Background: an optimization exercise with open tools, aiming at a short achievable clock period and few clock cycles. Do not read the settings as production practice. RTL that was checked went through simulation tests only; none was proved equivalent to the original. Power and IR drop assume default switching activity.

## trial 22
==> flow/design.v <==
module toplevel(
    input  wire clk,
    input  wire rst,
    output wire [7:0] imem_addr,
    input  wire [7:0] imem_data,
    output wire [7:0] dmem_addr,
    output wire [7:0] dmem_wdata,
    output wire       dmem_we,
    input  wire [7:0] dmem_rdata
);
    reg [7:0] fpc;
    reg [7:0] r0, r1, r2, r3, r4, r5, r6, r7;
    reg [7:0] op_a, op_b;               
    reg [7:0] op_as;                    
    reg [7:0] st_data, st_addr;         
    reg       e_arith, e_sub, e_and, e_or, e_xor, e_load, e_store;
    reg [7:0] e_we;                     
    reg [7:0] w_res;
    reg [7:0] w_we;                     
    wire [7:0] sum   = op_as + op_b;
    wire [7:0] other = ({8{e_and}}  & (op_a & op_b))
                     | ({8{e_or}}   & (op_a | op_b))
                     | ({8{e_xor}}  & (op_a ^ op_b))
                     | ({8{e_load}} & dmem_rdata);
    wire [7:0] res   = e_arith ? (sum ^ {8{e_sub}}) : other;
    assign dmem_addr  = st_addr;
    assign dmem_wdata = st_data;
    assign dmem_we    = e_store;
    wire [7:0] q0 = w_we[0] ? w_res : r0;
    wire [7:0] q1 = w_we[1] ? w_res : r1;
    wire [7:0] q2 = w_we[2] ? w_res : r2;
    wire [7:0] q3 = w_we[3] ? w_res : r3;
    wire [7:0] q4 = w_we[4] ? w_res : r4;
    wire [7:0] q5 = w_we[5] ? w_res : r5;
    wire [7:0] q6 = w_we[6] ? w_res : r6;
    wire [7:0] q7 = w_we[7] ? w_res : r7;
    always @(posedge clk or posedge rst) begin
        if (rst) begin
            r0 <= 8'd0; r1 <= 8'd0; r2 <= 8'd0; r3 <= 8'd0;
            r4 <= 8'd0; r5 <= 8'd0; r6 <= 8'd0; r7 <= 8'd0;
        end else begin
            r0 <= q0; r1 <= q1; r2 <= q2; r3 <= q3;
            r4 <= q4; r5 <= q5; r6 <= q6; r7 <= q7;
        end
    end
    wire [7:0] ins = imem_data;
    wire [2:0] f_op = ins[7:5];
    wire [2:0] f_rd = ins[4:2];
    wire [1:0] f_rs = ins[1:0];
    reg [7:0] rd_val, rs_val;
    reg       hit_a, hit_b;
    always @(*) begin
        case (f_rd)
            3'd0: rd_val = q0;
            3'd1: rd_val = q1;
            3'd2: rd_val = q2;
            3'd3: rd_val = q3;
            3'd4: rd_val = q4;
            3'd5: rd_val = q5;
            3'd6: rd_val = q6;
            default: rd_val = q7;
        endcase
        case (f_rs)
            2'd0: rs_val = q0;
            2'd1: rs_val = q1;
            2'd2: rs_val = q2;
            default: rs_val = q3;
        endcase
        hit_a = e_we[f_rd];
        hit_b = e_we[{1'b0, f_rs}];
    end
    wire f_jmp   = (f_op == 3'b111);
    wire f_store = (f_op == 3'b110);
    wire f_sub   = (f_op == 3'b001);
    wire f_wr    = ~f_jmp & ~f_store;
    wire f_mem   = (f_op == 3'b101) | f_store;
    wire [7:0] a_next = hit_a ? res : rd_val;
    wire [7:0] b_next = hit_b ? res : rs_val;
    always @(posedge clk or posedge rst) begin
        if (rst) begin
            fpc <= 8'd0;
        end else if (f_jmp) begin
            if (!hit_b) fpc <= rs_val;
        end else begin
            fpc <= fpc + 8'd1;
        end
    end
    assign imem_addr = fpc;
    always @(posedge clk) begin
        op_a    <= a_next;
        op_b    <= b_next;
        op_as   <= f_sub ? ~a_next : a_next;
        st_data <= f_store ? a_next : 8'd0;
        st_addr <= f_mem ? b_next : 8'd0;
        w_res   <= res;
    end
    always @(posedge clk or posedge rst) begin
        if (rst) begin
            e_arith <= 1'b0; e_sub <= 1'b0; e_and <= 1'b0; e_or <= 1'b0;
            e_xor <= 1'b0; e_load <= 1'b0; e_store <= 1'b0;
            e_we <= 8'd0; w_we <= 8'd0;
        end else begin
            e_arith <= (f_op == 3'b000) | f_sub;
            e_sub   <= f_sub;
            e_and   <= (f_op == 3'b010);
            e_or    <= (f_op == 3'b011);
            e_xor   <= (f_op == 3'b100);
            e_load  <= (f_op == 3'b101);
            e_store <= f_store;
            e_we    <= f_wr ? (8'd1 << f_rd) : 8'd0;
            w_we    <= e_we;
        end
    end
endmodule
export LEC_CHECK = 0
export CAP_MARGIN = 20
export CORE_MARGIN = 2
export CORE_UTILIZATION = 40
export SETUP_SLACK_MARGIN = 3.5
export SLEW_MARGIN = 20
create_clock -name core_clock -period 5.0 [get_ports {clk}]
standard.sh (not shown) runs the stock make flow with config.mk's settings and CLKGATE_MAP_FILE= SYNTH_SCRIPT=/design/flow/synth_recipe.tcl, a recipe that flattens the netlist after the stock synthesis.
==> flow/flow/run.sh <==
#!/bin/bash
# Standard ORFS layout with two changes: the port buffers are inserted as buf_4
# cells instead of the resizer's default choice (a slow delay buffer), and
# synthesis leaves adders to ABC instead of mapping them to full-adder cells.
set -euo pipefail
bash standard.sh "ADDER_MAP_FILE=" "BUFFER_PORTS_ARGS=-buffer_cell sky130_fd_sc_hd__buf_4" finish > standard.log 2>&1
Relative to trial 22, the following input files were edited for build 38:
==> flow/run.sh (new file) <==
#!/bin/bash
# synth_recipe.tcl (not shown) runs the flow's synth.tcl, then flattens the netlist and writes it again
# the make line also repeats each setting of config.mk as NAME=value (left out here)
make -C /OpenROAD-flow-scripts/flow DESIGN_CONFIG=/design/flow/config.mk WORK_HOME=/design/flow/orfs CLKGATE_MAP_FILE= SYNTH_SCRIPT=/design/flow/synth_recipe.tcl finish
removed: flow/flow/run.sh
removed: flow/standard.sh
Notes after the runs:
Looking at the reports, build 38 completed the entire flow and the layout it produced met the timing, DRC and antenna checks. Build 38 vs. trial 22: cell area after placement went up by 2.9%. Build 38 ended up with a higher post-cts resize count than trial 22 did. Build 38 against trial 22: critical path data arrival time now smaller; maximum clock frequency now larger; worst slack on hold paths now larger; wire length now smaller; sequential share of layout area now smaller. Of build 38 and trial 22, build 38 shows the higher number of ordinary and repair buffers in the finished layout, with trial 22 below it. Measured against each other, build 38 and trial 22 differ in post-route fraction of the period consumed by the critical path, the lower figure coming from build 38.
Function was not checked in any run of this note: the RTL went through the layout flow alone.

* * *

## the baseline
Another version of the RTL of toplevel (not shown whole).
For scale: roughly 560 cells after synthesis, roughly 120 flip-flops, roughly 43 I/O pins.
==> flow/config.mk <==
export PLATFORM = sky130hd
export DESIGN_NAME = toplevel
export DESIGN_NICKNAME = toplevel
export VERILOG_FILES = /design/flow/design.v
export SDC_FILE = /design/flow/constraint.sdc
export NUM_CORES = 4
export LEC_CHECK = 0
export CAP_MARGIN = 20
export CORE_MARGIN = 2
export CORE_UTILIZATION = 40
export SETUP_SLACK_MARGIN = 5.0
export SLEW_MARGIN = 20
==> flow/constraint.sdc <==
create_clock -name core_clock -period 5.0 [get_ports {clk}]
set_input_delay 1.0000 -clock core_clock [delete_from_list [all_inputs] [get_ports {clk}]]
set_output_delay 1.0000 -clock core_clock [all_outputs]
set_load 0.01 [all_outputs]
==> flow/flow/run.sh <==
#!/bin/bash
# Standard ORFS layout with two changes: the port buffers are inserted as buf_4
# cells instead of the resizer's default choice (a slow delay buffer), and
# synthesis leaves adders to ABC instead of mapping them to full-adder cells.
set -euo pipefail
bash standard.sh "ADDER_MAP_FILE=" "BUFFER_PORTS_ARGS=-buffer_cell sky130_fd_sc_hd__buf_4" finish > standard.log 2>&1
Testbench counts of the baseline, summed over its fixed seeds: cycles 49,571.
Here is what was changed in the inputs of the candidate compared with the baseline.
Settings: SETUP_SLACK_MARGIN changed from 5.0 to 4.0; CORE_UTILIZATION changed from 40 to 50; PLACE_DENSITY newly set to 0.75.
--- outcome ---
- Compared the candidate vs the baseline, and share of total power in combinational logic is up in the candidate.
- Sequential share of layout area ended up 2.5 points higher on the candidate than on the baseline.
- The number of global-route vias before repair number comes out lower for the baseline vs the candidate.
- The candidate vs. the baseline: number of buffers outside the clock class in the layout went down by about 19%.
- Min height of the die across the baseline and the candidate: the candidate

## what the ideal ports hide
The results above use ideal ports. As a check the final layouts listed here were re-extracted and re-timed, cells and wires unchanged. Step 1 (the two cells are an assumption about what drives the block):
set clk [get_ports {clk}]
set_driving_cell -lib_cell sky130_fd_sc_hd__clkbuf_16 $clk
set_driving_cell -lib_cell sky130_fd_sc_hd__buf_2 [delete_from_list [all_inputs] $clk]
Step 2 times the ports against the registers' clock, not the clock port: input delays grow and output delays shrink by t, the midpoint of the rising clock arrivals with the driver on. Slacks: ideal / step 1 / step 2; pairs: ideal / step 1.
| run | shift t [ns] | slack for setup (ns) | worst setup path at the end | worst register clock-pin slew, ns | worst data-port slew with drivers (ns) |
|---|---|---|---|---|---|
| trial 22 | 0.455 | 2.732 / 2.653 / 2.198 | input to register | 0.06 / 0.06 | 0.12 |
| build 38 | 0.459 | 2.827 / 2.733 / 2.274 | input to register | 0.06 / 0.06 | 0.14 |
| the baseline | 0.458 | 3.012 / 2.880 / 2.423 | input to register | 0.06 / 0.06 | 0.21 |
| the candidate | 0.462 | 2.807 / 2.715 / 2.254 | input to register | 0.06 / 0.06 | 0.22 |
After both steps setup and hold are still met in every run listed. The setup slack of the baseline, which loses most, moves by -0.132 ns with the drivers and by -0.589 ns with both steps.
